From an optimization exercise on the open Yosys and OpenROAD flow, aimed at small area and a short achievable clock period; shortcuts taken in it are not production practice. Function was checked by simulation only, so behaviour that the tests miss may differ from the original. Power and IR drop assume default switching activity.

## SingleCPU
module SingleCPU(
    input CLK,
    input RESET,
    input wait_transport,
    input uart_rx_pin,
    output led1,
    output led2,
    output led3,
    output led4,
    output reg dig1,
    output reg dig2,
    output reg dig3,
    output reg dig4,
    output reg dig5,
    output reg dig6,
    output reg [6:0] out
);
For scale: roughly 5100 flip-flops, ~21 I/O pins, ~180000 um^2 of cells after synthesis.
Settings: LEC_CHECK=0, CAP_MARGIN=20, CORE_MARGIN=2, CORE_UTILIZATION=45, CTS_CLUSTER_DIAMETER=70, CTS_CLUSTER_SIZE=25, PLACE_DENSITY=0.55, SLEW_MARGIN=20, SYNTH_HIERARCHICAL=1; clock period 17.0 ns.
standard.sh (not shown) runs the stock make flow with config.mk's settings and CLKGATE_MAP_FILE= SYNTH_SCRIPT=/design/flow/synth_recipe.tcl, a recipe that flattens the netlist after the stock synthesis.
==> flow/flow/run.sh <==
#!/bin/bash
set -euo pipefail
bash standard.sh synth > synth.log 2>&1
export SETUP_SLACK_MARGIN=12
export TNS_END_PERCENT=10
bash standard.sh > layout.log 2>&1
The first run completed without violations.
Then changed:
--- a/flow/design.v
+++ b/flow/design.v
@@ -171,40 +171,40 @@
         input [255:0] flat;
         integer j;
         begin
             reg_read = 16'd0;
             for (j = 0; j < 16; j = j + 1)
                 reg_read = reg_read | (flat[16*j +: 16] & {16{sel[j]}});
         end
     endfunction
     reg [15:0] pc;
     reg [15:0] ir;
     reg [15:0] sel_a, sel_b;     
-    reg first;                   
-    reg first_k, first_p;
+    reg ran;
+    reg ran_k, ran_p;
     reg [15:0] regs [0:15];
     wire [255:0] regs_flat;
     generate
         for (k = 0; k < 16; k = k + 1) begin : rflat
             assign regs_flat[16*k +: 16] = regs[k];
         end
     endgenerate
-    wire [15:0] instr = first ? word0 : ir;
+    wire [15:0] instr = ran ? ir : word0;
     wire [3:0] op = instr[3:0];
     wire [3:0] f1 = instr[7:4];
     wire [3:0] f2 = instr[11:8];
     wire [3:0] f3 = instr[15:12];
     wire [15:0] ra = reg_read(sel_a, regs_flat);
     wire [15:0] rb = reg_read(sel_b, regs_flat);
     wire [8:0] nrot2 = {nrot, 1'b0};
-    wire [5:0] agen = first_k ? agen0 : agen_of(ir);
+    wire [5:0] agen = ran_k ? agen_of(ir) : agen0;
     wire [15:0] agen_off = {{11{agen[5]}}, agen[4:0]};
     wire is_jalr  = (op == 4'd1);
     wire is_store = (op[3:1] == 3'b011);
     wire [15:0] addr = ra + agen_off;
     wire [8:0] addr_phys = ra[8:0] + (agen_off[8:0] + nrot2);
     wire [15:0] opb = op[2] ? {{12{f3[3]}}, f3} : rb;
     wire [15:0] sum = ra + opb;
     wire [15:0] dif = ra - opb;
     reg [15:0] alu;
     always @(*) begin
         case (op[1:0])
@@ -213,23 +213,23 @@
             2'd2: alu = ra & rb;
             default: alu = ra | rb;
         endcase
     end
     wire eq = (ra == rb);
     wire le = (ra <= rb);
     wire taken = (op == 4'd2 && eq) || (op == 4'd3 && le);
     wire [15:0] pc_plus2 = pc + 16'd2;
     wire [15:0] br_off = (op == 4'd0) ? {{7{f3[3]}}, f3, f2, 1'b0} : {{11{f1[3]}}, f1, 1'b0};
     wire [15:0] pc_br = pc + br_off;
     reg [7:0] pphys_q;
-    wire [7:0] pphys = first_p ? nrot : pphys_q;
+    wire [7:0] pphys = ran_p ? pphys_q : nrot;
     wire [7:0] seq_phys = pphys + 8'd1;
     wire [7:0] br_phys = pphys + br_off[8:1];
     reg [15:0] npc;
     reg [7:0] npc_phys;
     function [15:0] dec16;
         input [3:0] v;
         dec16 = 16'd1 << v;
     endfunction
     wire use_br = (op == 4'd0) || taken;
     wire [15:0] fsel_hi = use_br ? dec16(br_phys[7:4]) :
                           is_jalr ? dec16(addr_phys[8:5]) : dec16(seq_phys[7:4]);
@@ -281,29 +281,29 @@
     always @(posedge CLK or negedge RESET) begin
         if (!RESET) begin
             for (i = 0; i < 16; i = i + 1)
                 regs[i] <= 16'd0;
         end else if (running && wreg) begin
             regs[f1] <= wdata;
         end
     end
     always @(posedge CLK or negedge RESET) begin
         if (!RESET) begin
             pc <= 16'd0;
-            first <= 1'b1;
-            first_k <= 1'b1;
-            first_p <= 1'b1;
+            ran <= 1'b0;
+            ran_k <= 1'b0;
+            ran_p <= 1'b0;
         end else begin
-            first <= 1'b0;
-            first_k <= !running;
-            first_p <= !show_leds;
+            ran <= 1'b1;
+            ran_k <= running;
+            ran_p <= show_leds;
             if (running)
                 pc <= npc;
         end
     end
     wire [15:0] fetch_ring = fetch_or;
     wire [15:0] fetch = (npc[8:1] == pend_addr) ? pend_data : fetch_ring;
     always @(posedge CLK) begin
         ir <= fetch;
         pphys_q <= npc_phys - 8'd1;
         sel_a <= 16'd1 << fetch[11:8];
         sel_b <= 16'd1 << fetch[15:12];
After rerunning: The new run produced a clean layout. Combinational power drops by about 10%. Total power climbs by 0.34%. Worst hold slack is better by 11 ps. Setup slack is worse by 140 ps. Sequential power is about the same.

## separate check: timing with driven ports
The results above use ideal ports. As a check the final layouts listed here were re-extracted and re-timed, cells and wires unchanged.
Step 1, drivers: a clkbuf_16 drives CLK and a buf_2 each remaining input, both assumed.
Step 2 also shifts input and output timing later by t, the mid clock arrival at the registers, as if the neighbouring blocks saw the same clock.
Slacks: ideal / step 1 / step 2; pairs: ideal / step 1.
run	t, ns	slack for setup (ns)	worst setup path after step 2	slew at the worst register clock pin (ns)
the first run	1.101	9.850 / 9.850 / 9.850	register to register	0.11 / 0.11
the second run	1.094	9.705 / 9.705 / 9.705	register to register	0.10 / 0.10
After both steps setup and hold are still met in every run listed.
